Context: an optimization exercise on an open-source flow, tuned for small area and a short achievable clock period. The choices shown serve that exercise and are no tape-out recipe. No functional check of the RTL was part of any run shown here. Power is estimated from default activity; no workload was simulated.

<file path="flow/constraint.sdc">
create_clock -name core_clock -period 7.0 [get_ports {clk}]
set_input_delay 1.4000 -clock core_clock [delete_from_list [all_inputs] [get_ports {clk}]]
set_output_delay 1.4000 -clock core_clock [all_outputs]
set_load 0.01 [all_outputs]
</file>
<file path="flow/config.mk">
export PLATFORM = sky130hd
export DESIGN_NAME = easyobv_lb
export DESIGN_NICKNAME = easyobv_lb
export VERILOG_FILES = /design/flow/design.v
export SDC_FILE = /design/flow/constraint.sdc
export NUM_CORES = 4
export LEC_CHECK = 0
export CAP_MARGIN = 20
export CORE_MARGIN = 2
export CORE_UTILIZATION = 40
export SLEW_MARGIN = 20
</file>
<file path="flow/design.v">
`timescale 1ns/1ps
`timescale 1ns/1ps
`timescale 1ns/1ps
module axis_gen
(
    input logic clk,
    input logic rst,
    input logic pause,
    input logic clear,
    output logic timeout,
    input logic [85:0] instr_tdata,
    input logic instr_tvalid,
    output logic instr_tready,
    output logic [63:0] traffic_tdata,
    output logic traffic_tvalid,
    output logic [7:0] traffic_tkeep,
    output logic traffic_tlast,
    output logic [3:0] traffic_tdest,
    input logic traffic_tready
);
    logic go;
    logic [7:0] repeat_cnt;
    logic repeat_zero;           
    logic [7:0] repeat_nxt;
    logic [77:0] instr_reg;
    logic [15:0] timeout_cnt;
    logic timeout_zero;          
    assign go = ~pause & traffic_tready;
    assign instr_tready = repeat_zero & go;
    always_comb begin
        repeat_nxt = repeat_cnt;
        if (go) begin
            if (~repeat_zero)
                repeat_nxt = repeat_cnt - 1'b1;
            else if (instr_tvalid && instr_tdata[85:78] != 8'd0)
                repeat_nxt = instr_tdata[85:78] - 1'b1;
        end
    end
    always_ff @(posedge clk) begin
        if (rst) begin
            repeat_cnt <= 8'd0;
            repeat_zero <= 1'b1;
        end
        else begin
            repeat_cnt <= repeat_nxt;
            repeat_zero <= repeat_nxt == 8'd0;
        end
    end
    always_ff @(posedge clk) begin
        if (rst)
            instr_reg <= '0;
        else if (instr_tready)
            instr_reg <= instr_tvalid ? instr_tdata[77:0] : 78'd0;
    end
    always_ff @(posedge clk) begin
        if (rst) begin
            traffic_tdata <= '0;
            traffic_tvalid <= 1'b0;
            traffic_tkeep <= '0;
            traffic_tlast <= 1'b0;
            traffic_tdest <= '0;
        end
        else if (go) begin
            traffic_tdata <= instr_reg[63:0];
            traffic_tvalid <= instr_reg[64];
            traffic_tkeep <= instr_reg[72:65];
            traffic_tlast <= instr_reg[73];
            traffic_tdest <= instr_reg[77:74];
        end
    end
    always_ff @(posedge clk) begin
        if (rst | traffic_tready) begin
            timeout_cnt <= 16'hffff;
            timeout_zero <= 1'b0;
        end
        else if (~timeout_zero) begin
            timeout_cnt <= timeout_cnt - 1'b1;
            timeout_zero <= timeout_cnt == 16'd1;
        end
    end
    always_ff @(posedge clk) begin
        if (rst | clear)
            timeout <= 1'b0;
        else if (timeout_zero)
            timeout <= 1'b1;
    end
endmodule
`timescale 1ns/1ps
module axis_mon
(
    input logic clk,
    input logic rst,
    input logic [63:0] tx_tdata,
    input logic tx_tvalid,
    input logic tx_tready,
    input logic [7:0] tx_tkeep,
    input logic tx_tlast,
    input logic [3:0] tx_tdest,
    input logic [63:0] rx_tdata,
    input logic rx_tvalid,
    input logic rx_tready,
    input logic [7:0] rx_tkeep,
    input logic rx_tlast,
    input logic [3:0] rx_tdest,
    output logic mismatch,
    output logic [19:0] time_cnt,
    output logic [19:0] tx_pkt_cnt,
    output logic [19:0] tx_time_elapsed,
    output logic [19:0] tx_transferred_size,
    output logic [19:0] rx_pkt_cnt,
    output logic [19:0] rx_time_elapsed,
    output logic [19:0] rx_transferred_size,
    output logic [19:0] latency_sum
);
    logic tx_hs, rx_hs;
    assign tx_hs = tx_tvalid & tx_tready;
    assign rx_hs = rx_tvalid & rx_tready;
    always_ff @(posedge clk) begin
        if (rst)
            time_cnt <= '0;
        else
            time_cnt <= time_cnt + 1'b1;
    end
    logic tx_started, rx_started;
    logic [19:0] tx_run, rx_run;
    always_ff @(posedge clk) begin
        if (rst) begin
            tx_started <= 1'b0;
            tx_run <= 20'd1;
            tx_time_elapsed <= '0;
        end
        else begin
            if (tx_hs) begin
                tx_started <= 1'b1;
                tx_time_elapsed <= tx_run;
            end
            if (tx_started)
                tx_run <= tx_run + 1'b1;
        end
    end
    always_ff @(posedge clk) begin
        if (rst) begin
            rx_started <= 1'b0;
            rx_run <= 20'd1;
            rx_time_elapsed <= '0;
        end
        else begin
            if (rx_hs) begin
                rx_started <= 1'b1;
                rx_time_elapsed <= rx_run;
            end
            if (rx_started)
                rx_run <= rx_run + 1'b1;
        end
    end
    logic [3:0] tx_bytes, rx_bytes;
    always_comb begin
        tx_bytes = '0;
        rx_bytes = '0;
        for (int i = 0; i < 8; i++) begin
            tx_bytes = tx_bytes + tx_tkeep[i];
            rx_bytes = rx_bytes + rx_tkeep[i];
        end
    end
    always_ff @(posedge clk) begin
        if (rst) begin
            tx_pkt_cnt <= '0;
            tx_transferred_size <= '0;
            rx_pkt_cnt <= '0;
            rx_transferred_size <= '0;
        end
        else begin
            if (tx_hs & tx_tlast)
                tx_pkt_cnt <= tx_pkt_cnt + 1'b1;
            if (tx_hs)
                tx_transferred_size <= tx_transferred_size + tx_bytes;
            if (rx_hs & rx_tlast)
                rx_pkt_cnt <= rx_pkt_cnt + 1'b1;
            if (rx_hs)
                rx_transferred_size <= rx_transferred_size + rx_bytes;
        end
    end
    localparam int VW = 77;
    logic [VW-1:0] tx_vec, cmp_head;
    logic [VW-1:0] cmp_mem [16];
    logic [4:0] cmp_cnt;
    logic [3:0] cmp_wp, cmp_rp;
    logic cmp_empty, cmp_one, cmp_full;
    logic cmp_push, cmp_pop, cmp_head_new;
    assign tx_vec = {tx_tdest, tx_tlast, tx_tkeep, tx_tdata};
    assign cmp_empty = cmp_cnt == 5'd0;
    assign cmp_one = cmp_cnt == 5'd1;
    assign cmp_full = cmp_cnt == 5'd17;
    assign cmp_push = tx_hs & ~cmp_full;
    assign cmp_pop = rx_hs & ~mismatch & ~cmp_empty;
    assign cmp_head_new = cmp_empty | (cmp_pop & cmp_one);
    always_ff @(posedge clk) begin
        if (rst) begin
            cmp_cnt <= '0;
            cmp_wp <= '0;
            cmp_rp <= '0;
        end
        else begin
            cmp_cnt <= cmp_cnt + cmp_push - cmp_pop;
            if (cmp_push & ~cmp_head_new)
                cmp_wp <= cmp_wp + 1'b1;
            if (cmp_pop & ~cmp_one)
                cmp_rp <= cmp_rp + 1'b1;
        end
    end
    always_ff @(posedge clk) begin
        if (cmp_head_new)
            cmp_head <= tx_vec;
        else if (cmp_pop)
            cmp_head <= cmp_mem[cmp_rp];
    end
    always_ff @(posedge clk) begin
        if (cmp_push & ~cmp_head_new)
            cmp_mem[cmp_wp] <= tx_vec;
    end
    logic rx_diff;
    always_comb begin
        rx_diff = rx_tkeep != cmp_head[71:64] || rx_tlast != cmp_head[72] || rx_tdest != cmp_head[76:73];
        for (int b = 0; b < 8; b++)
            if (cmp_head[64+b] && rx_tdata[b*8+:8] != cmp_head[b*8+:8])
                rx_diff = 1'b1;
    end
    always_ff @(posedge clk) begin
        if (rst)
            mismatch <= 1'b0;
        else if (rx_hs & (rx_diff | cmp_empty))
            mismatch <= 1'b1;
    end
    logic [19:0] lat_mem [16];
    logic [19:0] lat_age;
    logic [4:0] lat_cnt;
    logic [3:0] lat_wp, lat_rp;
    logic lat_empty, lat_one, lat_full;
    logic lat_in, lat_out, lat_push, lat_pop, lat_head_new;
    assign lat_in = tx_hs & tx_tlast & ~mismatch;
    assign lat_out = rx_hs & rx_tlast & ~mismatch;
    assign lat_empty = lat_cnt == 5'd0;
    assign lat_one = lat_cnt == 5'd1;
    assign lat_full = lat_cnt == 5'd17;
    assign lat_push = lat_in & ~lat_full;
    assign lat_pop = lat_out & ~lat_empty;
    assign lat_head_new = lat_empty | (lat_pop & lat_one);
    always_ff @(posedge clk) begin
        if (rst) begin
            lat_cnt <= '0;
            lat_wp <= '0;
            lat_rp <= '0;
            lat_age <= 20'hfffff;
        end
        else begin
            lat_cnt <= lat_cnt + lat_push - lat_pop;
            if (lat_push & ~lat_head_new)
                lat_wp <= lat_wp + 1'b1;
            if (lat_pop & ~lat_one)
                lat_rp <= lat_rp + 1'b1;
            if (lat_head_new)
                lat_age <= '0;
            else if (lat_pop)
                lat_age <= time_cnt - lat_mem[lat_rp];
            else
                lat_age <= lat_age + 1'b1;
        end
    end
    always_ff @(posedge clk) begin
        if (lat_push & ~lat_head_new)
            lat_mem[lat_wp] <= time_cnt;
    end
    always_ff @(posedge clk) begin
        if (rst)
            latency_sum <= '0;
        else if (lat_out)
            latency_sum <= latency_sum + lat_age + 1'b1;
    end
endmodule
`timescale 1ns/1ps
module easyobv_lb
(
    input logic clk,
    input logic rst,
    input logic pause,
    input logic clear,
    output logic timeout,
    input logic [87:0] instr_tdata,
    input logic instr_tvalid,
    output logic instr_tready,
    output logic [63:0] traffic_tdata,
    output logic traffic_tvalid,
    output logic [7:0] traffic_tkeep,
    output logic traffic_tlast,
    output logic [3:0] traffic_tdest,
    input logic traffic_tready,
    input logic [63:0] rx_mon_tdata,
    input logic rx_mon_tvalid,
    input logic rx_mon_tready,
    input logic [7:0] rx_mon_tkeep,
    input logic rx_mon_tlast,
    input logic [3:0] rx_mon_tdest,
    output logic mismatch,
    output logic [19:0] time_cnt,
    output logic [19:0] tx_pkt_cnt,
    output logic [19:0] tx_time_elapsed,
    output logic [19:0] tx_transferred_size,
    output logic [19:0] rx_pkt_cnt,
    output logic [19:0] rx_time_elapsed,
    output logic [19:0] rx_transferred_size,
    output logic [19:0] latency_sum
);
    axis_gen u_axis_gen (
        .clk            (clk),
        .rst            (rst),
        .pause          (pause),
        .clear          (clear),
        .timeout        (timeout),
        .instr_tdata    (instr_tdata[85:0]),
        .instr_tvalid   (instr_tvalid),
        .instr_tready   (instr_tready),
        .traffic_tdata  (traffic_tdata),
        .traffic_tvalid (traffic_tvalid),
        .traffic_tkeep  (traffic_tkeep),
        .traffic_tlast  (traffic_tlast),
        .traffic_tdest  (traffic_tdest),
        .traffic_tready (traffic_tready)
    );
    axis_mon u_axis_mon (
        .clk                 (clk),
        .rst                 (rst | clear),
        .tx_tdata            (traffic_tdata),
        .tx_tvalid           (traffic_tvalid),
        .tx_tready           (traffic_tready),
        .tx_tkeep            (traffic_tkeep),
        .tx_tlast            (traffic_tlast),
        .tx_tdest            (traffic_tdest),
        .rx_tdata            (rx_mon_tdata),
        .rx_tvalid           (rx_mon_tvalid),
        .rx_tready           (rx_mon_tready),
        .rx_tkeep            (rx_mon_tkeep),
        .rx_tlast            (rx_mon_tlast),
        .rx_tdest            (rx_mon_tdest),
        .mismatch            (mismatch),
        .time_cnt            (time_cnt),
        .tx_pkt_cnt          (tx_pkt_cnt),
        .tx_time_elapsed     (tx_time_elapsed),
        .tx_transferred_size (tx_transferred_size),
        .rx_pkt_cnt          (rx_pkt_cnt),
        .rx_time_elapsed     (rx_time_elapsed),
        .rx_transferred_size (rx_transferred_size),
        .latency_sum         (latency_sum)
    );
endmodule
</file>
<file path="flow/run.sh">
#!/bin/bash
# synth_recipe.tcl (not shown) runs the flow's synth.tcl, then flattens the netlist and writes it again
# the make line also repeats each setting of config.mk as NAME=value (left out here)
make -C /OpenROAD-flow-scripts/flow DESIGN_CONFIG=/design/flow/config.mk WORK_HOME=/design/flow/orfs CLKGATE_MAP_FILE= SYNTH_SCRIPT=/design/flow/synth_recipe.tcl finish
</file>
==> flow_metrics.py, run 1 <==
metrics = {
    "status": {
        "outcome": "complete, no violations",
    },
    "timing": {
        "fin_crit_ps": 5463,
        "rsz0062_at_grt": "no",
        "slew_headroom": 0.2762,
        "timing.fmax_mhz": 183.1,
        "hold_viol_final": 0,
        "period_share": 0.7804,
        "setup_tns_ps": 0,
        "worst_pin_slew_ps": 1086,
        "clock_skew_ps": 98.62,
        "setup_viol": 0,
        "finalMaxSlewViolations": 0,
    },
    "worst_setup_path": {
        "cp_num_buf_inv": 4,
        "critPathMaxStageDelay_ps": 800,
        "critical_path.cell_chain": "clkdlybuf4s50_1, ha_1, inv_1, fa_1, fa_1, fa_1, fa_1, inv_1, ha_1, a21o_1, a21oi_1, o21bai_1, nor2b_1, buf_4, and3_1, xnor2_1, nor2_1",
        "crit_slowest_cell": "fa_1",
        "crit_path_start_kind": "input port",
        "crit_family": "adder cells",
        "cp-end-kind": "flip-flop",
        "crit_start": "rx_mon_tkeep[0]",
        "path_class": "in -> reg",
        "cp_data_arrival_time_ps": 6120,
        "critPathMaxFanout": 7,
        "critical_path_required_ps": 7660,
        "r2r-start": "u_axis_gen.traffic_tkeep[0]$_SDFFE_PP0P_",
        "crit_path_frequent_cell": "fa_1",
    },
    "yosys": {
        "yosysWarnings": 2,
        "ys_seq_elements": 2069,
        "synth_nets": 5178,
        "synth_edf_count": 1629,
        "synthDistinctLibCells": 63,
        "synth_seq_area_share": 0.7029,
        "synth_cells": 4906,
        "postSynthAreaPerCell_um2": 16.74,
        "netlist_area_um2": 82120,
        "synthTopCellsByArea": "edfxtp_1 (60%), mux4_2 (13%), dfxtp_1 (11%)",
        "yosysTopAreaCell": "edfxtp_1",
        "ys.flop_type": "edfxtp_1",
        "synth_top_cell_area_share": 0.5957,
        "ys_async_sr_fraction": 0,
    },
    "detailed_routing": {
        "drtIter0Drc": 4163,
        "drcViolationCount": 0,
        "wl_met1_um": 90940,
        "routed_via_density": 5.477,
        "route.met3.wl_um": 13650,
        "vias": 45290,
        "highest_layer": "met5",
        "wire_per_inst_um": 26.13,
        "drtAntennaViolNets": 0,
        "dr.pass1.iters": 5,
        "wl_met2_um": 105800,
        "drt_wl_total_um": 216100,
    },
    "global_route": {
        "grt.total_usage": 0.2038,
        "antenna_found_initial": 15,
        "first_global_vias": 44880,
        "overflow": 0,
        "grt_start_max_net_pins": 200,
        "grt_pass1_wl_um": 312200,
    },
    "clocking": {
        "clk_pin_slew_worst_paths_ps": 60,
        "cts_htree_levels": 4,
        "cts-root-buf": "clkbuf_16",
        "cts_tree": "done",
        "cts_hold_buf": 0,
        "numClockSinks": 2069,
        "clock_path_buffers": 3,
        "clk_latency_ps": 870,
        "tritoncts.num_buffers": 210,
        "post_cts_resized": 0,
        "postCtsSetupRepairBufs": 0,
    },
    "floorplanning": {
        "start_util": 0.4018,
        "dieArea_um2": 208900,
        "rows": 166,
        "die_w_um": 457.1,
        "core_area_um2": 204400,
        "dieHeight_um": 457.1,
        "pin_count": 414,
    },
    "run": {
        "drv_cap": 0,
    },
    "finish": {
        "final_cell_mix": "edfxtp_1 (1629), mux4_2 (484), nand2_1 (456), dfxtp_1 (434), clkdlybuf4s50_1 (409)",
        "syn_to_final_growth_pct": 18.08,
        "design_area_um2": 96970,
        "largest_reg_flops": 1232,
        "drive_gt1_frac": 0.1864,
        "final_net_count": 5667,
        "final_common_cell": "edfxtp_1",
        "post-route-util": 0.4745,
    },
    "pwr": {
        "pwr_density_cell_nw_per_um2": 261.2,
        "ir_worst_vdd_v": 0.0002737,
        "leakagePower_nw": 33.08,
    },
    "place": {
        "dpl_cell_area_um2": 90060,
        "place_congestion": 0.8121,
        "portBuffers": 411,
        "dp.final_hpwl_um": 126400,
    },
    "hold_path": {
        "worst_hold_startpoint": "u_axis_gen.instr_reg[45]$_SDFFE_PP0P_",
        "worstHoldPathType": "reg -> reg",
    },
}
==> worst min-delay path, stage by stage, from the launching register on <==
cell and delay (ps):
dfxtp_1 310, nand2_1 50, a21oi_1 50
==> per-stage QoR <==
step / power [mW] / setup WS (ps) / cells / hold slack, ps
floorplan: 14.09 / 938.3 / 4906 / 432.1
global placement: 14.55 / 672.5 / 7869 / 438.3
detailed placement: 14.56 / 690.6 / 7869 / 443.1
CTS: 25.59 / 1576 / 8265 / 451.6
global route: 26.14 / 1426 / 8269 / 459.1
finish: 25.33 / 1537 / 8270 / 447.3
==> logic make-up after synthesis <==
logic type               after synthesis  share of synthesized area
buffers and inverters                340                    0.01583
AO/OA/AOI/OAI                        460                    0.03193
XOR/XNOR                             267                    0.02848
adder cells (fa/ha/maj)               99                    0.01636
multiplexers                         571                     0.1445
flip-flops                          2069                     0.7029
AND/OR/NAND/NOR                     1100                    0.05995
==> per-layer routing <==
metal / track usage / vias to the layer above
met4: 0.05823 / 20
li1: - / 19990
met1: 0.2742 / 23570
met2: 0.3348 / 1406
met3: 0.04216 / 312
met5: 0 / -
==> layout make-up <==
type | count | area (um^2)
flip-flops and latches | 2069 | 57750
fillers | 17360 | 107400
well taps | 2688 | 3363
repair buffers | 526 | 5309
multi-input cells | 2497 | 23340
clock buffers | 296 | 5788
inverters | 91 | 342.8
clock inverters | 100 | 1074
diodes | 3 | 7.507
==> Yosys cell counts, drive strengths merged, types with 14 or more instances <==
library cell,number
inv,91
ha,85
o21ai,81
a21oi,278
mux2,78
fa,14
edfxtp,1629
a21o,20
or3,29
nor3,41
xnor2,148
nand4,53
and3,34
nor2,246
buf,51
dfxtp,440
nand3,166
clkbuf,198
mux4,484
xor2,119
nand2,457
==> report_power, final <==
group	leakage, nW	switching (mW)	internal, mW
registers	21.0	0.133	13.2
logic	8.76	0.537	0.375
clock network	3.30	4.83	6.22
==> worst paths after layout <==
path                                                           to  slack, ps  depth (start not counted)
hold / removal          u_axis_gen.traffic_tdata[45]$_SDFFE_PP0P_        450                          2
setup reg to reg  u_axis_mon.tx_transferred_size[13]$_SDFFE_PP0P_       1910                         15
setup / recovery   u_axis_mon.rx_transferred_size[9]$_SDFFE_PP0P_       1540                         17
hold reg to reg         u_axis_gen.traffic_tdata[45]$_SDFFE_PP0P_        450                          2
==> run 2: changes to the inputs <==
--- a/flow/config.mk
+++ b/flow/config.mk
@@ -5,7 +5,9 @@
 export SDC_FILE = /design/flow/constraint.sdc
 export NUM_CORES = 4
 export LEC_CHECK = 0
+export ABC_CLOCK_PERIOD_IN_PS = 3500
 export CAP_MARGIN = 20
 export CORE_MARGIN = 2
-export CORE_UTILIZATION = 40
+export CORE_UTILIZATION = 55
+export SETUP_SLACK_MARGIN = 3.3
 export SLEW_MARGIN = 20
==> flow_metrics.py, run 2 <==
metrics = {
    "run": {
        "drv_cap": 0,
    },
    "pwr": {
        "ir_worst_vdd_v": 0.0002422,
        "total_power_mw": 24.86,
        "leakagePower_nw": 33.70,
        "pwr_density_cell_nw_per_um2": 255.5,
    },
    "status": {
        "outcome": "complete, no violations",
    },
    "clocking": {
        "clk_pin_slew_worst_paths_ps": 60,
        "numClockSinks": 2069,
        "cts_tree": "done",
        "clk_latency_ps": 840,
        "clock_path_buffers": 3,
        "cts_hold_buf": 0,
        "cts_htree_levels": 4,
        "cts-root-buf": "clkbuf_16",
        "tritoncts.num_buffers": 206,
    },
    "timing": {
        "slew_headroom": 0.3190,
        "timing.fmax_mhz": 233.1,
        "setup_tns_ps": 0,
        "period_share": 0.6128,
        "finalMaxSlewViolations": 0,
        "worst_pin_slew_ps": 1018,
        "clock_skew_ps": 42.97,
        "fin_crit_ps": 4290,
        "hold_viol_final": 0,
        "rsz0062_at_grt": "yes",
        "setup_viol": 0,
    },
    "yosys": {
        "yosysWarnings": 2,
        "synth_top_cell_area_share": 0.5957,
        "yosysTopAreaCell": "edfxtp_1",
        "synth_seq_area_share": 0.7029,
        "synth_nets": 5178,
        "ys_seq_elements": 2069,
        "synthDistinctLibCells": 63,
        "netlist_area_um2": 82120,
        "yosysMostFrequentCell": "edfxtp_1",
        "ys_async_sr_fraction": 0,
        "synth_edf_count": 1629,
        "ys.flop_type": "edfxtp_1",
        "synthTopCellsByArea": "edfxtp_1 (60%), mux4_2 (13%), dfxtp_1 (11%)",
        "synth_cells": 4906,
        "postSynthAreaPerCell_um2": 16.74,
        "synth_commonest_cells": "edfxtp_1 (1629), mux4_2 (484), nand2_1 (457)",
    },
    "place": {
        "dp.final_hpwl_um": 118300,
        "portBuffers": 411,
        "place_congestion": 0.8307,
    },
    "global_route": {
        "overflow": 0,
        "grt_pass1_wl_um": 304600,
        "antenna_found_initial": 12,
        "first_global_vias": 45190,
        "grt_start_max_net_pins": 118,
        "grt.total_usage": 0.2739,
    },
    "finish": {
        "syn_to_final_growth_pct": 18.46,
        "final_cell_mix": "edfxtp_1 (1629), mux4_2 (484), nand2_1 (444), clkdlybuf4s50_1 (399), dfxtp_1 (365)",
        "multi_input_area_um2": 23930,
        "largest_reg_flops": 1232,
        "drive_gt1_frac": 0.2276,
        "final_common_cell": "edfxtp_1",
        "fillers": 10360,
        "seqCellArea_um2": 57840,
        "final_net_count": 5758,
    },
    "detailed_routing": {
        "vias": 45890,
        "drcViolationCount": 0,
        "drtIter0Drc": 4034,
        "routed_via_density": 6.039,
        "drtAntennaViolNets": 0,
        "drt_wl_total_um": 207800,
        "wire_per_inst_um": 27.35,
        "dr.pass1.iters": 5,
    },
    "hold_path": {
        "min_path_cells": 2,
        "worstHoldPathType": "reg -> reg",
    },
    "worst_setup_path": {
        "cp-end-kind": "flip-flop",
        "cp_data_arrival_time_ps": 4950,
        "critical_path_required_ps": 7660,
        "crit_path_start_kind": "input port",
        "path_class": "in -> reg",
        "rr_worst_depth": 15,
        "critPathMaxFanout": 4,
    },
    "floorplanning": {
        "die_w_um": 390.4,
        "core_area_um2": 148000,
        "dieArea_um2": 152400,
        "rows": 141,
        "pin_count": 414,
        "dieHeight_um": 390.4,
        "start_util": 0.5548,
    },
}
[run 2: cell count changes in the layout (fill, tap and decap cells not counted), moves of 12 or more]
| cell | previous run | this run |
|---|---|---|
| nand2_1 | 456 | 444 |
| buf_4 | 90 | 146 |
| dfxtp_2 | 0 | 65 |
| dfxtp_1 | 434 | 365 |
| clkinv_1 | 27 | 41 |
| nor2_4 | 13 | 25 |
| o21ai_0 | 78 | 65 |
| clkinv_2 | 30 | 42 |
| buf_6 | 1 | 22 |
| ha_1 | 85 | 73 |
[run 2: what timing repair did]
| action | in CTS | in global routing |
|---|---|---|
| gates resized for setup | 161 | 79 |
| cloned | 9 | 0 |
| pin swaps | 55 | 38 |
| buffers inserted | 76 | 18 |
| setup endpoints to repair | 1189 | 647 |
[run 2: worst paths after layout]
check,startpoint,to,slack (ps)
worst max-delay path,rx_mon_tkeep[1],u_axis_mon.rx_transferred_size[18]$_SDFFE_PP0P_,2710
worst min-delay path,u_axis_gen.instr_reg[29]$_SDFFE_PP0P_,u_axis_gen.traffic_tdata[29]$_SDFFE_PP0P_,440
worst max register to register,u_axis_gen.traffic_tkeep[1]$_SDFFE_PP0P_,u_axis_mon.tx_transferred_size[18]$_SDFFE_PP0P_,2920
worst min register to register,u_axis_gen.instr_reg[29]$_SDFFE_PP0P_,u_axis_gen.traffic_tdata[29]$_SDFFE_PP0P_,440
[run 2: report_power, final]
| group | leakage [nW] | switching [mW] | total, mW | internal (mW) |
|---|---|---|---|---|
| logic | 9.47 | 0.538 | 0.929 | 0.391 |
| registers | 21.1 | 0.136 | 13.4 | 13.2 |
| clock network | 3.17 | 4.60 | 10.6 | 5.96 |
| total | 33.7 | 5.27 | 24.9 | 19.6 |
[run 2: kinds of logic after synthesis]
family | synth area share
flops | 0.7029
simple gates | 0.05995
mux | 0.1445
compound gates | 0.03193
buf+inv | 0.01583
xor+xnor | 0.02848
fa+ha+maj | 0.01636
[run 2: stage by stage]
stage / util / setup WS [ps] / hold WS, ps / std cells / instance area, um^2
6_report: 0.6572 / 2710 / 438.2 / 7600 / 97280
4_1_cts: 0.6546 / 2714 / 446.0 / 7579 / 96890
2_1_floorplan: - / 2160 / 432.1 / 4906 / 82320
3_5_place_dp: 0.6022 / 1272 / 443.4 / 7105 / 89140
3_3_place_gp: 0.6021 / 1285 / 435.2 / 7105 / 89120
5_1_grt: 0.6572 / 2622 / 454.7 / 7599 / 97280
[run 2: cell type report]
cell class,instances,area share
timing repair buffer,616,0.06437
sequential,2069,0.5946
tap,1930,0.02482
antenna,3,0.00007717
clock buffer,278,0.05775
multi-input combinational,2502,0.2459
clock inverter,111,0.008913
inverter,91,0.003524
[run 2: layer usage]
| metal | part of all wire | GRT usage | up-vias |
|---|---|---|---|
| met1 | 0.41 | 0.3860 | 23830 |
| met4 | 0.023 | 0.06873 | 18 |
| li1 | - | - | 20180 |
| met5 | 0.00058 | 0 | - |
| met2 | 0.49 | 0.4439 | 1582 |
| met3 | 0.073 | 0.05311 | 292 |
[run 2: worst max-delay path, cell delays in order]
cell	delay [ps]
buf_8	100
ha_4	250
inv_2	30
fa_1	480
fa_1	440
fa_2	360
fa_1	500
inv_2	60
buf_6	110
fa_2	380
a21oi_2	190
nor2_2	70
nor2_4	170
buf_4	150
buf_6	90
or3_1	90
a21oi_1	60
==> run 3: changes to the inputs <==
--- a/flow/design.v
+++ b/flow/design.v
@@ -153,15 +153,23 @@
                 rx_run <= rx_run + 1'b1;
         end
     end
-    logic [3:0] tx_bytes, rx_bytes;
-    always_comb begin
-        tx_bytes = '0;
-        rx_bytes = '0;
-        for (int i = 0; i < 8; i++) begin
-            tx_bytes = tx_bytes + tx_tkeep[i];
-            rx_bytes = rx_bytes + rx_tkeep[i];
-        end
-    end
+    function automatic logic [3:0] keep_count(input logic [7:0] k);
+        logic [1:0] a, b, c, d;
+        logic [2:0] e, f;
+        a = k[0] + k[1];
+        b = k[2] + k[3];
+        c = k[4] + k[5];
+        d = k[6] + k[7];
+        e = a + b;
+        f = c + d;
+        keep_count = e + f;
+    endfunction
+    logic [4:0] tx_lo, rx_lo;
+    logic [15:0] tx_hi_inc, rx_hi_inc;
+    assign tx_lo = tx_transferred_size[3:0] + keep_count(tx_tkeep);
+    assign rx_lo = rx_transferred_size[3:0] + keep_count(rx_tkeep);
+    assign tx_hi_inc = tx_transferred_size[19:4] + 1'b1;
+    assign rx_hi_inc = rx_transferred_size[19:4] + 1'b1;
     always_ff @(posedge clk) begin
         if (rst) begin
             tx_pkt_cnt <= '0;
@@ -173,11 +181,11 @@
             if (tx_hs & tx_tlast)
                 tx_pkt_cnt <= tx_pkt_cnt + 1'b1;
             if (tx_hs)
-                tx_transferred_size <= tx_transferred_size + tx_bytes;
+                tx_transferred_size <= {tx_lo[4] ? tx_hi_inc : tx_transferred_size[19:4], tx_lo[3:0]};
             if (rx_hs & rx_tlast)
                 rx_pkt_cnt <= rx_pkt_cnt + 1'b1;
             if (rx_hs)
-                rx_transferred_size <= rx_transferred_size + rx_bytes;
+                rx_transferred_size <= {rx_lo[4] ? rx_hi_inc : rx_transferred_size[19:4], rx_lo[3:0]};
         end
     end
     localparam int VW = 77;
@@ -208,11 +216,17 @@
                 cmp_rp <= cmp_rp + 1'b1;
         end
     end
+    logic [VW-1:0] cmp_rd;
+    always_comb begin
+        cmp_rd = '0;
+        for (int i = 0; i < 16; i++)
+            cmp_rd = cmp_rd | ({VW{cmp_rp == i}} & cmp_mem[i]);
+    end
     always_ff @(posedge clk) begin
         if (cmp_head_new)
             cmp_head <= tx_vec;
         else if (cmp_pop)
-            cmp_head <= cmp_mem[cmp_rp];
+            cmp_head <= cmp_rd;
     end
     always_ff @(posedge clk) begin
         if (cmp_push & ~cmp_head_new)
@@ -245,6 +259,12 @@
     assign lat_push = lat_in & ~lat_full;
     assign lat_pop = lat_out & ~lat_empty;
     assign lat_head_new = lat_empty | (lat_pop & lat_one);
+    logic [19:0] lat_rd;
+    always_comb begin
+        lat_rd = '0;
+        for (int i = 0; i < 16; i++)
+            lat_rd = lat_rd | ({20{lat_rp == i}} & lat_mem[i]);
+    end
     always_ff @(posedge clk) begin
         if (rst) begin
             lat_cnt <= '0;
@@ -261,7 +281,7 @@
             if (lat_head_new)
                 lat_age <= '0;
             else if (lat_pop)
-                lat_age <= time_cnt - lat_mem[lat_rp];
+                lat_age <= time_cnt - lat_rd;
             else
                 lat_age <= lat_age + 1'b1;
         end
--- a/flow/config.mk
+++ b/flow/config.mk
@@ -5,9 +5,8 @@
 export SDC_FILE = /design/flow/constraint.sdc
 export NUM_CORES = 4
 export LEC_CHECK = 0
-export ABC_CLOCK_PERIOD_IN_PS = 3500
 export CAP_MARGIN = 20
 export CORE_MARGIN = 2
 export CORE_UTILIZATION = 55
-export SETUP_SLACK_MARGIN = 3.3
+export SETUP_SLACK_MARGIN = 3.5
 export SLEW_MARGIN = 20
==> flow_metrics.py, run 3 <==
metrics = {
    "detailed_routing": {
        "vias": 52180,
        "drt_wl_total_um": 252100,
        "wire_per_inst_um": 30.79,
        "routed_via_density": 6.373,
        "drcViolationCount": 0,
        "dr.pass1.iters": 7,
        "drtIter0Drc": 6640,
        "drtAntennaViolNets": 0,
    },
    "place": {
        "portBuffers": 411,
        "place_congestion": 0.8317,
        "placedCellCount": 7648,
        "dp.final_hpwl_um": 136600,
    },
    "worst_setup_path": {
        "crit_start": "rx_mon_tkeep[0]",
        "cp_data_arrival_time_ps": 4810,
        "r2r-start": "u_axis_mon.lat_rp[1]$_SDFFE_PP0P_",
        "critPathMaxStageDelay_ps": 520,
        "cp-end-kind": "flip-flop",
        "crit_slowest_cell": "fa_1",
        "crit_path_start_kind": "input port",
        "path_class": "in -> reg",
        "critical_path.cell_chain": "buf_8, fa_1, inv_1, fa_1, fa_1, inv_2, fa_2, fa_2, a21o_1, a21oi_4, nor2_4, nand4_1, buf_6, nor3_2, xnor2_1, nor2_1",
        "critPathMaxFanout": 5,
        "crit_path_frequent_cell": "fa_1",
        "critical_path_required_ps": 7660,
    },
    "clocking": {
        "cts_tree": "done",
        "clock_path_buffers": 3,
        "cts-root-buf": "clkbuf_16",
        "cts_hold_buf": 0,
        "clk_latency_ps": 840,
        "cts_htree_levels": 4,
        "numClockSinks": 2061,
        "tritoncts.num_buffers": 203,
        "clk_pin_slew_worst_paths_ps": 60,
    },
    "finish": {
        "fin_cells": 8188,
        "drive_gt1_frac": 0.1424,
        "syn_to_final_growth_pct": 21.09,
        "final_common_cell": "edfxtp_1",
        "largest_reg_flops": 1232,
        "final_net_count": 6383,
        "final_cell_mix": "edfxtp_1 (1629), nand2_1 (462), a22oi_1 (434), clkdlybuf4s50_1 (398), dfxtp_1 (348)",
    },
    "timing": {
        "fin_crit_ps": 4144,
        "timing.fmax_mhz": 241.3,
        "setup_viol": 0,
        "clock_skew_ps": 39.13,
        "setup_tns_ps": 0,
        "worst_pin_slew_ps": 1143,
        "period_share": 0.5919,
        "slew_headroom": 0.2381,
        "hold_viol_final": 0,
        "finalMaxSlewViolations": 0,
        "rsz0062_at_grt": "yes",
    },
    "status": {
        "outcome": "complete, no violations",
    },
    "pwr": {
        "pwr-share-seq": 0.533,
        "netSwitchingPower_mw": 5.633,
        "ir_worst_vdd_v": 0.0001850,
        "p_sw_frac": 0.2214,
        "leakagePower_nw": 29.93,
        "pwr_density_cell_nw_per_um2": 267.3,
        "pwr-share-clk": 0.421,
        "p_int_mw": 19.81,
        "total_power_mw": 25.44,
        "p_comb_frac": 0.046,
    },
    "floorplanning": {
        "rows": 138,
        "dieHeight_um": 382.1,
        "die_w_um": 382.1,
        "dieArea_um2": 146000,
        "core_area_um2": 141800,
        "start_util": 0.5546,
        "pin_count": 414,
    },
    "yosys": {
        "yosysMostFrequentCell": "edfxtp_1",
        "ys_seq_elements": 2061,
        "synth_top_cell_area_share": 0.6222,
        "ys.flop_type": "edfxtp_1",
        "synthDistinctLibCells": 68,
        "synth_nets": 5814,
        "ys_async_sr_fraction": 0,
        "synth_commonest_cells": "edfxtp_1 (1629), nand2_1 (477), a22oi_1 (443)",
        "yosysTopAreaCell": "edfxtp_1",
        "synthTopCellsByArea": "edfxtp_1 (62%), dfxtp_1 (11%), a22oi_1 (4.2%)",
        "netlist_area_um2": 78610,
        "synth_edf_count": 1629,
        "postSynthAreaPerCell_um2": 14.20,
        "synth_seq_area_share": 0.7323,
        "yosysWarnings": 2,
        "synth_cells": 5536,
    },
    "global_route": {
        "antenna_found_initial": 14,
        "grt_start_max_net_pins": 224,
        "grt.total_usage": 0.3278,
        "grt_pass1_wl_um": 343900,
        "overflow": 0,
        "first_global_vias": 48940,
    },
    "hold_path": {
        "worst_hold_startpoint": "u_axis_gen.instr_reg[28]$_SDFFE_PP0P_",
        "worstHoldPathType": "reg -> reg",
    },
    "run": {
        "drv_cap": 0,
    },
}
## run 3: logic make-up after synthesis
group,Yosys count,share of synthesized area
flops,2061,0.7323
simple gates,1393,0.08099
compound gates,1300,0.1176
buf+inv,395,0.01939
xor+xnor,267,0.02975
fa+ha+maj,105,0.01805
mux,15,0.001926
## run 3: path summary, 6_finish.rpt
| path | end | slack [ps] | depth (start not counted) |
|---|---|---|---|
| max | u_axis_mon.rx_transferred_size[11]$_SDFFE_PP0P_ | 2860 | 16 |
| min | u_axis_gen.traffic_tdata[28]$_SDFFE_PP0P_ | 440 | 2 |
| max reg2reg | u_axis_mon.lat_age[10]$_SDFF_PP1_ | 2870 | 21 |
| min reg2reg | u_axis_gen.traffic_tdata[28]$_SDFFE_PP0P_ | 440 | 2 |
## run 3: area by class of cell
class                           instances  area [um^2]
Tap cell                             1890         2365
Sequential cell                      2061        57810
Timing Repair Buffer                  672         7007
Clock inverter                        106        959.7
Antenna cell                           12        30.03
Inverter                               74        286.5
Clock buffer                          280         5538
Multi-Input combinational cell       3093        21200
Fill cell                           10230        46570
## run 3: metrics by stage
stage                     setup slack [ps]    util  hold WS (ps)  area, um^2
after floorplan                       2340       -         432.1       78900
after global placement                1442  0.6035         436.9       85560
after detailed placement              1439  0.6035         442.9       85560
after CTS                             2802  0.6630         443.5       93990
after global routing                  2765  0.6713         463.8       95170
final                                 2856  0.6715         442.9       95190
## run 3: power groups by stage
stage	logic (mW)	registers, mW	clock network (mW)
after floorplan	0.652	13.7	0
after global placement	1.11	13.8	0
after detailed placement	1.13	13.8	0
after CTS	1.14	13.6	10.8
after global routing	1.26	13.6	11.2
final	1.17	13.6	10.7
## run 3: repair_timing
item	CTS	global route
endpoints found under the hold margin	0	0
gates resized for setup	343	189
setup endpoints to repair	1709	381
buffers inserted	100	26
gates cloned	4	12
pin swaps	97	102
## run 3: per-layer routing
metal | vias to the layer above | GRT usage | wire, um
met2 | 3007 | 0.4946 | 113100
met1 | 26310 | 0.4657 | 101200
met4 | 0 | 0.09361 | 6664
met5 | - | 0 | 0
li1 | 22510 | - | -
met3 | 354 | 0.09482 | 31190
## run 3: critical path: cells and delay by family
kind / cells / cell delay, ps
and+or+nand+nor: 4 / 300
buffers and inverters: 4 / 350
AOI/OAI and AO/OA: 2 / 430
xor gates and xnor gates: 1 / 130
adders and majority gates: 5 / 2200
==> run 4: changes to the inputs <==
--- a/flow/config.mk
+++ b/flow/config.mk
@@ -7,6 +7,7 @@
 export LEC_CHECK = 0
 export CAP_MARGIN = 20
 export CORE_MARGIN = 2
-export CORE_UTILIZATION = 55
+export CORE_UTILIZATION = 65
+export CTS_BUF_LIST = sky130_fd_sc_hd__clkbuf_4 sky130_fd_sc_hd__clkbuf_8
 export SETUP_SLACK_MARGIN = 3.5
 export SLEW_MARGIN = 20
==> flow_metrics.py, run 4 <==
metrics = {
    "floorplanning": {
        "dieArea_um2": 123700,
        "rows": 127,
        "start_util": 0.6553,
        "core_area_um2": 120000,
        "dieHeight_um": 351.8,
        "die_w_um": 351.8,
        "pin_count": 414,
    },
    "worst_setup_path": {
        "critPathMaxStageDelay_ps": 390,
        "path_class": "reg -> reg",
        "cp_data_arrival_time_ps": 5060,
        "critPathMaxFanout": 5,
        "rr_worst_depth": 18,
        "cp_num_buf_inv": 2,
        "crit_path_start_kind": "flip-flop",
        "critical_path.cell_chain": "inv_4, ha_4, and3b_2, buf_6, a22o_1, a221oi_2, nand3_2, nor2_4, ha_4, nor2b_4, o21ai_2, nand2b_1, a21o_1, a41oi_4, o211ai_1, a21oi_1, xor2_1, o221ai_1",
        "cp-end-kind": "flip-flop",
        "crit_family": "compound AO/OA/AOI/OAI gates",
        "crit_slowest_cell": "dfxtp_4",
        "crit_path_frequent_cell": "ha_4",
        "critical_path_required_ps": 7830,
        "r2r_slack_ps": 2770,
        "path_depth": 18,
    },
    "finish": {
        "design_area_um2": 94420,
        "largest_reg_flops": 1232,
        "final_net_count": 6524,
        "post-route-util": 0.7871,
        "final_common_cell": "edfxtp_1",
        "syn_to_final_growth_pct": 20.11,
        "fillers": 6949,
        "final_cell_mix": "edfxtp_1 (1629), nand2_1 (464), a22oi_1 (441), clkbuf_8 (365), clkdlybuf4s50_1 (352)",
        "drive_gt1_frac": 0.1774,
        "fin_cells": 8102,
    },
    "timing": {
        "hold_ws_ps": 437.9,
        "hold_viol_final": 0,
        "setup_tns_ps": 0,
        "clock_skew_ps": 72.97,
        "setup_viol": 0,
        "timing.fmax_mhz": 236.5,
        "fin_crit_ps": 4228,
        "layout_setup_ws_ps": 2772,
        "worst_pin_slew_ps": 1108,
        "period_share": 0.6041,
        "slew_headroom": 0.2614,
        "finalMaxSlewViolations": 0,
        "rsz0062_at_grt": "yes",
    },
    "detailed_routing": {
        "drtIter0Drc": 7672,
        "drtAntennaViolNets": 0,
        "routed_via_density": 6.590,
        "vias": 53390,
        "drcViolationCount": 0,
        "dr.pass1.iters": 7,
        "drt_wl_total_um": 239100,
        "wire_per_inst_um": 29.51,
    },
    "clocking": {
        "cts-root-buf": "clkbuf_8",
        "cts_tree": "done",
        "cts_htree_levels": 5,
        "cts_hold_buf": 0,
        "clk_latency_ps": 1040,
        "clk_pin_slew_worst_paths_ps": 70,
        "tritoncts.num_buffers": 331,
        "clock_path_buffers": 4,
        "numClockSinks": 2061,
    },
    "pwr": {
        "total_power_mw": 24.93,
        "p_int_mw": 19.38,
        "ir_worst_vdd_v": 0.0002537,
        "pwr-share-seq": 0.544,
        "p_sw_frac": 0.2227,
        "netSwitchingPower_mw": 5.553,
        "pwr_density_cell_nw_per_um2": 264.1,
        "pwr-share-clk": 0.410,
        "leakagePower_nw": 30.51,
        "p_comb_frac": 0.045,
    },
    "place": {
        "pre_cts_ws_ps": 1538,
        "dpl_cell_area_um2": 84970,
        "placedCellCount": 7350,
        "dp.final_hpwl_um": 126400,
        "place_congestion": 0.8728,
        "portBuffers": 411,
    },
    "yosys": {
        "synth_xor_area_frac": 0.02975,
        "synthMuxAreaShare": 0.001926,
        "synth_fa_ha_area_frac": 0.01805,
        "yosysTopAreaCell": "edfxtp_1",
        "synth_top_family_by_area": "compound AO/OA/AOI/OAI gates",
        "synth_commonest_cells": "edfxtp_1 (1629), nand2_1 (477), a22oi_1 (443)",
        "ys_seq_elements": 2061,
        "ys_async_sr_fraction": 0,
        "synth_nets": 5814,
        "synth_compound_area_frac": 0.1176,
        "ys.flop_type": "edfxtp_1",
        "synth_cells": 5536,
        "yosysMostFrequentCell": "edfxtp_1",
        "synthTopCellsByArea": "edfxtp_1 (62%), dfxtp_1 (11%), a22oi_1 (4.2%)",
        "yosysWarnings": 2,
        "synth-simple-area-share": 0.08100,
        "synth_top_cell_area_share": 0.6222,
        "postSynthAreaPerCell_um2": 14.20,
        "synth_edf_count": 1629,
        "netlist_area_um2": 78610,
        "synth_seq_area_share": 0.7323,
        "synthDistinctLibCells": 68,
    },
    "hold_path": {
        "min_path_cells": 2,
        "worstHoldPathType": "reg -> reg",
    },
    "global_route": {
        "overflow": 0,
        "grt_pass1_wl_um": 337400,
        "grt_start_max_net_pins": 155,
        "grt.total_usage": 0.3817,
        "antenna_found_initial": 9,
        "first_global_vias": 50800,
    },
    "status": {
        "outcome": "complete, no violations",
    },
    "run": {
        "drv_cap": 0,
    },
}
-- run 4: kinds of logic (layout without fill, tap and decap cells) --
family	count (synthesis)	after routing
flops	2061	2061
simple gates	1393	1394
compound gates	1300	1300
buf+inv	395	1339
xor+xnor	267	267
fa+ha+maj	105	105
mux	15	15
other cells	0	9
-- run 4: final cells by class --
type | count | area (um^2) | share of cell area
Timing Repair Buffer | 697 | 6820 | 0.07223
Antenna cell | 9 | 22.52 | 0.0002385
Multi-Input combinational cell | 3081 | 20930 | 0.2216
Tap cell | 1612 | 2017 | 0.02136
Clock inverter | 74 | 467.9 | 0.004956
Inverter | 74 | 289.0 | 0.003061
Clock buffer | 494 | 5992 | 0.06346
Sequential cell | 2061 | 57890 | 0.6131
-- run 4: final timing paths --
path | startpoint | end
min | u_axis_gen.instr_reg[75]$_SDFFE_PP0P_ | u_axis_gen.traffic_tdest[1]$_SDFFE_PP0P_
min reg2reg | u_axis_gen.instr_reg[75]$_SDFFE_PP0P_ | u_axis_gen.traffic_tdest[1]$_SDFFE_PP0P_
max reg2reg | u_axis_mon.lat_rp[1]$_SDFFE_PP0P_ | u_axis_mon.lat_age[16]$_SDFF_PP1_
max | u_axis_mon.lat_rp[1]$_SDFFE_PP0P_ | u_axis_mon.lat_age[16]$_SDFF_PP1_
-- run 4: power groups by stage --
stage / registers [mW] / logic (mW) / clock network [mW]
5_1_grt: 13.6 / 1.22 / 10.8
2_1_floorplan: 13.7 / 0.652 / 0
4_1_cts: 13.6 / 1.11 / 10.2
6_report: 13.6 / 1.13 / 10.2
3_5_place_dp: 13.9 / 1.07 / 0
3_3_place_gp: 13.9 / 1.05 / 0
-- run 4: worst reg2reg max path, delay by kind of cell (launching register included) --
kind | cells | cell delay, ps
compound gates | 8 | 1830
simple gates | 5 | 900
fa+ha+maj | 2 | 400
flops | 1 | 390
xor+xnor | 1 | 310
buf+inv | 2 | 180
-- run 4: per-layer routing --
metal	track usage	up-vias	wire length, um
met5	0	-	0
met4	0.1393	0	8582
met3	0.1276	549	35050
met2	0.5721	3795	107400
met1	0.5253	26290	88070
li1	-	22760	-
-- run 4: what timing repair did --
action | 4_1_cts | 5_1_grt
pin swaps | 72 | 82
gates resized for setup | 443 | 113
setup buffers | 125 | 45
gates cloned | 4 | 1
setup endpoints to repair | 1684 | 333
==> run 5: changes to the inputs <==
--- a/flow/design.v
+++ b/flow/design.v
@@ -1,5 +1,43 @@
 `timescale 1ns/1ps
 `timescale 1ns/1ps
+module keep_add
+(
+    input logic [3:0] lo,
+    input logic [7:0] keep,
+    output logic [4:0] sum
+);
+    logic [7:0] t;
+    logic [8:0] e;
+    always_comb begin
+        t = keep;
+        {t[0], t[1]} = {t[0] | t[1], t[0] & t[1]};
+        {t[2], t[3]} = {t[2] | t[3], t[2] & t[3]};
+        {t[4], t[5]} = {t[4] | t[5], t[4] & t[5]};
+        {t[6], t[7]} = {t[6] | t[7], t[6] & t[7]};
+        {t[0], t[2]} = {t[0] | t[2], t[0] & t[2]};
+        {t[1], t[3]} = {t[1] | t[3], t[1] & t[3]};
+        {t[4], t[6]} = {t[4] | t[6], t[4] & t[6]};
+        {t[5], t[7]} = {t[5] | t[7], t[5] & t[7]};
+        {t[1], t[2]} = {t[1] | t[2], t[1] & t[2]};
+        {t[5], t[6]} = {t[5] | t[6], t[5] & t[6]};
+        {t[0], t[4]} = {t[0] | t[4], t[0] & t[4]};
+        {t[1], t[5]} = {t[1] | t[5], t[1] & t[5]};
+        {t[2], t[6]} = {t[2] | t[6], t[2] & t[6]};
+        {t[3], t[7]} = {t[3] | t[7], t[3] & t[7]};
+        {t[2], t[4]} = {t[2] | t[4], t[2] & t[4]};
+        {t[3], t[5]} = {t[3] | t[5], t[3] & t[5]};
+        {t[1], t[2]} = {t[1] | t[2], t[1] & t[2]};
+        {t[3], t[4]} = {t[3] | t[4], t[3] & t[4]};
+        {t[5], t[6]} = {t[5] | t[6], t[5] & t[6]};
+        e[0] = ~t[0];
+        for (int j = 1; j < 8; j++)
+            e[j] = t[j-1] & ~t[j];
+        e[8] = t[7];
+        sum = '0;
+        for (int j = 0; j < 9; j++)
+            sum = sum | ({5{e[j]}} & ({1'b0, lo} + 5'(j)));
+    end
+endmodule
 `timescale 1ns/1ps
 module axis_gen
 (
@@ -153,23 +191,18 @@
                 rx_run <= rx_run + 1'b1;
         end
     end
-    function automatic logic [3:0] keep_count(input logic [7:0] k);
-        logic [1:0] a, b, c, d;
-        logic [2:0] e, f;
-        a = k[0] + k[1];
-        b = k[2] + k[3];
-        c = k[4] + k[5];
-        d = k[6] + k[7];
-        e = a + b;
-        f = c + d;
-        keep_count = e + f;
-    endfunction
     logic [4:0] tx_lo, rx_lo;
     logic [15:0] tx_hi_inc, rx_hi_inc;
-    assign tx_lo = tx_transferred_size[3:0] + keep_count(tx_tkeep);
-    assign rx_lo = rx_transferred_size[3:0] + keep_count(rx_tkeep);
-    assign tx_hi_inc = tx_transferred_size[19:4] + 1'b1;
-    assign rx_hi_inc = rx_transferred_size[19:4] + 1'b1;
+    keep_add u_tx_add (.lo(tx_transferred_size[3:0]), .keep(tx_tkeep), .sum(tx_lo));
+    keep_add u_rx_add (.lo(rx_transferred_size[3:0]), .keep(rx_tkeep), .sum(rx_lo));
+    always_comb begin
+        tx_hi_inc[0] = 1'b1;
+        rx_hi_inc[0] = 1'b1;
+        for (int i = 1; i < 16; i++) begin
+            tx_hi_inc[i] = tx_hi_inc[i-1] & tx_transferred_size[3+i];
+            rx_hi_inc[i] = rx_hi_inc[i-1] & rx_transferred_size[3+i];
+        end
+    end
     always_ff @(posedge clk) begin
         if (rst) begin
             tx_pkt_cnt <= '0;
@@ -181,11 +214,11 @@
             if (tx_hs & tx_tlast)
                 tx_pkt_cnt <= tx_pkt_cnt + 1'b1;
             if (tx_hs)
-                tx_transferred_size <= {tx_lo[4] ? tx_hi_inc : tx_transferred_size[19:4], tx_lo[3:0]};
+                tx_transferred_size <= {tx_transferred_size[19:4] ^ (tx_hi_inc & {16{tx_lo[4]}}), tx_lo[3:0]};
             if (rx_hs & rx_tlast)
                 rx_pkt_cnt <= rx_pkt_cnt + 1'b1;
             if (rx_hs)
-                rx_transferred_size <= {rx_lo[4] ? rx_hi_inc : rx_transferred_size[19:4], rx_lo[3:0]};
+                rx_transferred_size <= {rx_transferred_size[19:4] ^ (rx_hi_inc & {16{rx_lo[4]}}), rx_lo[3:0]};
         end
     end
     localparam int VW = 77;
--- a/flow/config.mk
+++ b/flow/config.mk
@@ -7,7 +7,8 @@
 export LEC_CHECK = 0
 export CAP_MARGIN = 20
 export CORE_MARGIN = 2
-export CORE_UTILIZATION = 65
-export CTS_BUF_LIST = sky130_fd_sc_hd__clkbuf_4 sky130_fd_sc_hd__clkbuf_8
+export CORE_UTILIZATION = 55
+export CTS_CLUSTER_DIAMETER = 100
+export CTS_CLUSTER_SIZE = 30
 export SETUP_SLACK_MARGIN = 3.5
 export SLEW_MARGIN = 20
==> flow_metrics.py, run 5 <==
metrics = {
    "status": {
        "outcome": "complete, no violations",
    },
    "place": {
        "dp.final_hpwl_um": 132900,
        "placedCellCount": 7865,
        "portBuffers": 411,
        "place_congestion": 0.8535,
    },
    "timing": {
        "setup_viol": 0,
        "hold_ws_ps": 445.7,
        "setup_tns_ps": 0,
        "rsz0062_at_grt": "yes",
        "timing.fmax_mhz": 250.5,
        "clock_skew_ps": 32.55,
        "slew_headroom": 0.1937,
        "finalMaxSlewViolations": 0,
        "fin_crit_ps": 3992,
        "hold_viol_final": 0,
        "period_share": 0.5703,
        "worst_pin_slew_ps": 1201,
    },
    "hold_path": {
        "worstHoldPathType": "reg -> reg",
    },
    "detailed_routing": {
        "dr.pass1.iters": 8,
        "routed_via_density": 6.417,
        "wire_per_inst_um": 29.76,
        "drcViolationCount": 0,
        "drt_wl_total_um": 242000,
        "drtIter0Drc": 6679,
        "drtAntennaViolNets": 0,
        "vias": 52180,
    },
    "pwr": {
        "leakagePower_nw": 27.45,
        "pwr-share-seq": 0.651,
        "ir_worst_vdd_v": 0.0001869,
        "total_power_mw": 20.96,
        "p_comb_frac": 0.066,
        "netSwitchingPower_mw": 4.809,
        "p_sw_frac": 0.2294,
        "pwr-share-clk": 0.283,
        "pwr_density_cell_nw_per_um2": 229.6,
        "p_int_mw": 16.15,
    },
    "worst_setup_path": {
        "critPathMaxFanout": 8,
        "crit_path_start_kind": "flip-flop",
        "r2r_slack_ps": 3010,
        "critical_path_required_ps": 7580,
        "path_class": "reg -> reg",
        "cp_data_arrival_time_ps": 4580,
        "cp-end-kind": "flip-flop",
    },
    "global_route": {
        "grt_start_max_net_pins": 95,
        "grt.total_usage": 0.3200,
        "first_global_vias": 48590,
        "overflow": 0,
        "antenna_found_initial": 16,
        "grt_pass1_wl_um": 342900,
    },
    "yosys": {
        "synth_edf_count": 1629,
        "synth_cells": 5753,
        "ys_seq_elements": 2061,
        "yosysMostFrequentCell": "edfxtp_1",
        "ys_async_sr_fraction": 0,
        "synth_nets": 6039,
        "ys.flop_type": "edfxtp_1",
        "netlist_area_um2": 79730,
        "synth_top_cell_area_share": 0.6135,
        "yosysWarnings": 3,
        "synthDistinctLibCells": 79,
        "yosysTopAreaCell": "edfxtp_1",
        "synth_seq_area_share": 0.7220,
        "synthTopCellsByArea": "edfxtp_1 (61%), dfxtp_1 (11%), a22oi_1 (4.6%)",
        "postSynthAreaPerCell_um2": 13.86,
        "synth_commonest_cells": "edfxtp_1 (1629), nand2_1 (514), a22oi_1 (488)",
    },
    "floorplanning": {
        "die_w_um": 384.7,
        "dieHeight_um": 384.7,
        "rows": 139,
        "start_util": 0.5543,
        "core_area_um2": 143800,
        "dieArea_um2": 148000,
        "pin_count": 414,
    },
    "finish": {
        "seqCellArea_um2": 57700,
        "largest_reg_flops": 1232,
        "post-route-util": 0.6345,
        "drive_gt1_frac": 0.1030,
        "final_cell_mix": "edfxtp_1 (1629), nand2_1 (496), a22oi_1 (487), clkdlybuf4s50_1 (389), nor2_1 (357)",
        "final_common_cell": "edfxtp_1",
        "multi_input_area_um2": 21900,
        "fillers": 10870,
        "fin_cells": 8132,
        "final_net_count": 6452,
        "syn_to_final_growth_pct": 14.47,
    },
    "clocking": {
        "cts_tree": "done",
        "clock_path_buffers": 3,
        "clk_pin_slew_worst_paths_ps": 120,
        "cts_hold_buf": 0,
        "tritoncts.num_buffers": 79,
        "cts_htree_levels": 3,
        "cts-root-buf": "clkbuf_16",
        "clk_latency_ps": 740,
        "numClockSinks": 2061,
    },
    "run": {
        "drv_cap": 0,
    },
}
## run 5: repair_timing
action,in CTS,in global routing
endpoints found under the setup margin,1775,397
setup buffers,70,35
gates cloned,18,0
resized for setup,292,124
pin swaps,69,65
## run 5: path summary, 6_finish.rpt
path / from / to / cells past startpoint
hold reg to reg: u_axis_gen.instr_reg[76]$_SDFFE_PP0P_ / u_axis_gen.traffic_tdest[2]$_SDFFE_PP0P_ / 2
setup / recovery: u_axis_mon.lat_rp[1]$_SDFFE_PP0P_ / u_axis_mon.lat_age[12]$_SDFF_PP1_ / 19
setup reg to reg: u_axis_mon.lat_rp[1]$_SDFFE_PP0P_ / u_axis_mon.lat_age[12]$_SDFF_PP1_ / 19
hold / removal: u_axis_gen.instr_reg[76]$_SDFFE_PP0P_ / u_axis_gen.traffic_tdest[2]$_SDFFE_PP0P_ / 2
## run 5: area by class of cell
cell class | count | share of cell area
antenna | 4 | 0.0001097
clock buffer | 134 | 0.02439
clock inverter | 6 | 0.001179
inverter | 90 | 0.003839
multi-input combinational | 3282 | 0.2399
sequential | 2061 | 0.6322
tap | 1903 | 0.02609
timing repair buffer | 651 | 0.07221
timing repair inverter | 1 | 0.00006855
## run 5: power by group through the flow
| stage | logic [mW] | registers, mW | clock network (mW) |
|---|---|---|---|
| after floorplan | 0.744 | 13.8 | 0 |
| after global placement | 1.27 | 13.9 | 0 |
| after detailed placement | 1.29 | 13.9 | 0 |
| after CTS | 1.33 | 13.6 | 5.99 |
| after global routing | 1.47 | 13.7 | 6.37 |
| final | 1.38 | 13.7 | 5.93 |
## run 5: cell families (layout without fill, tap and decap cells)
logic type,Yosys count,count (layout),share of synthesized area
DFF,2061,2061,0.7220
and+or+nand+nor,1504,1513,0.08711
adders and majority gates,115,115,0.01836
xor gates and xnor gates,266,266,0.02922
AOI/OAI and AO/OA,1377,1377,0.1220
other,0,4,0
buffers and inverters,419,882,0.01987
muxes,11,11,0.001412
## run 5: metal layers
| layer | GRT usage | part of all wire | up-vias |
|---|---|---|---|
| met1 | 0.4850 | 0.43 | 26550 |
| met3 | 0.06412 | 0.11 | 253 |
| li1 | - | - | 22800 |
| met5 | 0 | 0.00018 | - |
| met4 | 0.05867 | 0.018 | 6 |
| met2 | 0.4861 | 0.45 | 2570 |
## run 5: through the flow
stage | worst slack, ps | instance area [um^2]
floorplan | 2136 | 79980
detailed placement | 1697 | 86510
global route | 2926 | 91270
global placement | 1704 | 86510
CTS | 3007 | 90540
finish | 3008 | 91270
## run 5: critical path: stages (launching register included)
cell and delay, ps:
dfxtp_4 410, inv_4 60, ha_4 160, and3b_2 220
buf_12 150, a22o_1 270, a221oi_2 180, nand4_1 390
ha_2 360, fa_2 350, nor2b_1 120, o21a_1 150
o21ai_2 80, a21oi_2 190, buf_4 140, o21ai_1 50
nand2b_1 90, a31oi_1 100, xor2_1 240, o221ai_1 140
==> run 6: changes to the inputs <==
==> flow/flow/run.sh (new file) <==
#!/bin/bash
# The standard layout, with plain buf_1 cells as the port buffers instead of the
# delay buffers buffer_ports picks by default.
set -euo pipefail
export BUFFER_PORTS_ARGS="-buffer_cell sky130_fd_sc_hd__buf_1"
bash standard.sh > standard_flow.log 2>&1
==> flow/standard.sh (new file) <==
#!/bin/bash
# synth_recipe.tcl (not shown) runs the flow's synth.tcl, then flattens the netlist and writes it again
# the make line also repeats each setting of config.mk as NAME=value (left out here)
make -C /OpenROAD-flow-scripts/flow DESIGN_CONFIG=/design/flow/config.mk WORK_HOME=/design/flow/orfs CLKGATE_MAP_FILE= SYNTH_SCRIPT=/design/flow/synth_recipe.tcl "${@:-finish}"
removed: flow/run.sh
==> flow_metrics.py, run 6 <==
metrics = {
    "yosys": {
        "synth_top_cell_area_share": 0.6135,
        "synth_top_family_by_area": "compound AO/OA/AOI/OAI gates",
        "yosysTopAreaCell": "edfxtp_1",
        "yosysMostFrequentCell": "edfxtp_1",
        "synthTopCellsByArea": "edfxtp_1 (61%), dfxtp_1 (11%), a22oi_1 (4.6%)",
        "synth_fa_ha_area_frac": 0.01836,
        "synth_commonest_cells": "edfxtp_1 (1629), nand2_1 (514), a22oi_1 (488)",
        "synth_seq_area_share": 0.7220,
        "synth_xor_area_frac": 0.02922,
        "ys_seq_elements": 2061,
        "netlist_area_um2": 79730,
        "synthMuxAreaShare": 0.001412,
        "synth-simple-area-share": 0.08711,
        "yosysWarnings": 3,
        "ys.flop_type": "edfxtp_1",
        "postSynthAreaPerCell_um2": 13.86,
        "synthDistinctLibCells": 79,
        "synth_nets": 6039,
        "ys_async_sr_fraction": 0,
        "synth_compound_area_frac": 0.1220,
        "synth_cells": 5753,
        "synth_edf_count": 1629,
    },
    "place": {
        "pre_cts_ws_ps": 1961,
        "placedCellCount": 7863,
        "portBuffers": 411,
        "dpl_cell_area_um2": 83950,
        "dp.final_hpwl_um": 134300,
        "place_congestion": 0.8638,
    },
    "pwr": {
        "pwr-share-clk": 0.284,
        "p_int_mw": 16.05,
        "ir_worst_vdd_v": 0.0001884,
        "total_power_mw": 20.92,
        "p_sw_frac": 0.2327,
        "netSwitchingPower_mw": 4.869,
        "leakagePower_nw": 26.44,
        "pwr_density_cell_nw_per_um2": 236.1,
        "p_comb_frac": 0.063,
        "pwr-share-seq": 0.653,
    },
    "finish": {
        "largest_reg_flops": 1232,
        "fin_cells": 8133,
        "final_cell_mix": "edfxtp_1 (1629), nand2_1 (495), a22oi_1 (487), dfxtp_1 (423), buf_1 (397)",
        "syn_to_final_growth_pct": 11.17,
        "design_area_um2": 88630,
        "final_net_count": 6451,
        "final_common_cell": "edfxtp_1",
        "drive_gt1_frac": 0.09025,
        "post-route-util": 0.6162,
    },
    "clocking": {
        "cts-root-buf": "clkbuf_16",
        "clk_pin_slew_worst_paths_ps": 110,
        "clk_latency_ps": 740,
        "clock_path_buffers": 3,
        "cts_hold_buf": 0,
        "tritoncts.num_buffers": 79,
        "cts_tree": "done",
        "numClockSinks": 2061,
        "cts_htree_levels": 3,
    },
    "floorplanning": {
        "rows": 139,
        "pin_count": 414,
        "start_util": 0.5543,
        "die_w_um": 384.7,
        "dieArea_um2": 148000,
        "core_area_um2": 143800,
        "dieHeight_um": 384.7,
    },
    "global_route": {
        "grt_pass1_wl_um": 345300,
        "overflow": 0,
        "grt.total_usage": 0.3225,
        "first_global_vias": 48560,
        "grt_start_max_net_pins": 93,
        "antenna_found_initial": 12,
    },
    "detailed_routing": {
        "routed_via_density": 6.458,
        "drt_wl_total_um": 244500,
        "drtIter0Drc": 6750,
        "wire_per_inst_um": 30.06,
        "drtAntennaViolNets": 0,
        "drcViolationCount": 0,
        "dr.pass1.iters": 6,
        "vias": 52520,
    },
    "hold_path": {
        "worstHoldPathType": "reg -> reg",
    },
    "timing": {
        "worst_pin_slew_ps": 1219,
        "hold_viol_final": 0,
        "period_share": 0.5672,
        "finalMaxSlewViolations": 0,
        "fin_crit_ps": 3971,
        "clock_skew_ps": 36.79,
        "slew_headroom": 0.1815,
        "rsz0062_at_grt": "yes",
        "layout_setup_ws_ps": 3029,
        "setup_tns_ps": 0,
        "timing.fmax_mhz": 251.8,
        "setup_viol": 0,
        "hold_ws_ps": 455.6,
    },
    "status": {
        "outcome": "complete, no violations",
    },
    "worst_setup_path": {
        "path_class": "reg -> reg",
        "crit_slowest_cell": "dfxtp_4",
        "crit_family": "compound AO/OA/AOI/OAI gates",
        "critical_path.cell_chain": "buf_6, ha_4, and3b_2, buf_12, a22o_1, a221oi_4, nand4_1, ha_2, fa_2, nor2b_1, o21a_1, o21ai_2, a21oi_2, buf_4, nor2_4, o21ai_2, a21oi_2, xor2_1, o221ai_1",
        "critical_path_required_ps": 7600,
        "critPathMaxStageDelay_ps": 380,
        "crit_path_start_kind": "flip-flop",
        "cp_num_buf_inv": 3,
        "critPathMaxFanout": 7,
        "cp-end-kind": "flip-flop",
        "cp_data_arrival_time_ps": 4570,
    },
    "run": {
        "drv_cap": 0,
    },
}
==> run 6: cell count changes in the layout (fill, tap and decap cells not counted), moves of 6 or more <==
cell             previous run  this run
buf_1                       0       397
clkdlybuf4s50_1           389         0
dfxtp_1                   352       423
dfxtp_2                    67         4
buf_4                     182       162
buf_6                      18        31
dfxtp_4                    13         5
dlygate4sd2_1               6         0
nor2_4                     38        44
==> run 6: routing by layer <==
layer | share of wire | up-vias | track usage
met5 | 0.000053 | - | 0
met4 | 0.021 | 2 | 0.07067
met3 | 0.11 | 271 | 0.05751
met2 | 0.45 | 2701 | 0.4883
met1 | 0.42 | 26720 | 0.4901
li1 | - | 22820 | -
==> run 6: power by group through the flow <==
stage,combinational [mW],clock (mW),sequential [mW]
final,1.32,5.95,13.7
after global routing,1.42,6.39,13.7
after CTS,1.27,6.01,13.6
after detailed placement,1.23,0,13.9
after global placement,1.21,0,13.9
after floorplan,0.744,0,13.8
==> run 6: final cells by class <==
class | count | area, um^2
flip-flops and latches | 2061 | 57590
fillers | 11150 | 55200
multi-input cells | 3284 | 21830
repair buffers | 647 | 4134
well taps | 1903 | 2381
clock buffers | 136 | 2233
inverters | 90 | 359.1
clock inverters | 7 | 82.58
repair inverters | 2 | 17.52
diodes | 3 | 7.507
==> run 6: worst paths after layout <==
kind | end | slack (ps) | depth (start not counted) | start
worst max-delay path | u_axis_mon.lat_age[14]$_SDFF_PP1_ | 3030 | 19 | u_axis_mon.lat_rp[0]$_SDFFE_PP0P_
worst min-delay path | u_axis_gen.traffic_tkeep[7]$_SDFFE_PP0P_ | 460 | 2 | u_axis_gen.instr_reg[72]$_SDFFE_PP0P_
worst max register to register | u_axis_mon.lat_age[14]$_SDFF_PP1_ | 3030 | 19 | u_axis_mon.lat_rp[0]$_SDFFE_PP0P_
worst min register to register | u_axis_gen.traffic_tkeep[7]$_SDFFE_PP0P_ | 460 | 2 | u_axis_gen.instr_reg[72]$_SDFFE_PP0P_
==> run 6: kinds of logic (layout without fill, tap and decap cells) <==
| kind of cell | count (synthesis) | count (layout) |
|---|---|---|
| other cells | 0 | 3 |
| compound gates | 1377 | 1377 |
| flops | 2061 | 2061 |
| xor+xnor | 266 | 266 |
| simple gates | 1504 | 1515 |
| mux | 11 | 11 |
| buf+inv | 419 | 882 |
| fa+ha+maj | 115 | 115 |
==> run 6: repair_timing <==
| item | 4_1_cts | 5_1_grt |
|---|---|---|
| endpoints found under the setup margin | 862 | 165 |
| pin swaps | 69 | 77 |
| gates cloned | 17 | 2 |
| setup buffers | 78 | 27 |
| gates resized for setup | 153 | 134 |
==> run 6: tightest hold or removal path: stages, from the launching register on <==
cell	delay, ps
dfxtp_1	330
nand2_1	50
a21oi_1	50

-- re-timing with driven ports --
In the flow no input, the clock included, has a driving cell. The finished layouts below were timed again as built, in two steps. Step 1 sets driving cells, clkbuf_16 on the clock port and buf_2 on the other inputs (assumed; they add their load-dependent delay and slew). Step 2 adds t to the input delays and takes it off the output delays; t is the mean of the earliest and latest rising clock arrival at the registers after step 1. Input paths then give back, and output paths get back, about the clock's delay inside the block. Three values: ideal, step 1, step 2; two values: the first two.
| run | t (ns) | setup WS [ns] | hold slack, ns | worst data-port slew with drivers (ns) |
|---|---|---|---|---|
| run 1 | 0.909 | 1.537 / 1.604 / 0.695 | 0.447 / 0.447 / 0.447 | 0.16 |
| run 2 | 0.895 | 2.710 / 2.730 / 1.835 | 0.438 / 0.438 / 0.438 | 0.17 |
| run 3 | 0.903 | 2.856 / 2.865 / 1.967 | 0.443 / 0.443 / 0.443 | 0.15 |
| run 4 | 1.084 | 2.772 / 2.772 / 1.906 | 0.438 / 0.438 / 0.438 | 0.11 |
| run 5 | 0.809 | 3.008 / 3.008 / 2.673 | 0.446 / 0.446 / 0.446 | 0.14 |
| run 6 | 0.813 | 3.029 / 3.029 / 2.554 | 0.456 / 0.456 / 0.456 | 0.14 |
After both steps setup and hold are still met in every run listed. For run 3, which loses most, drivers alone change the setup slack by +0.009 ns; drivers and shift together by -0.889 ns.
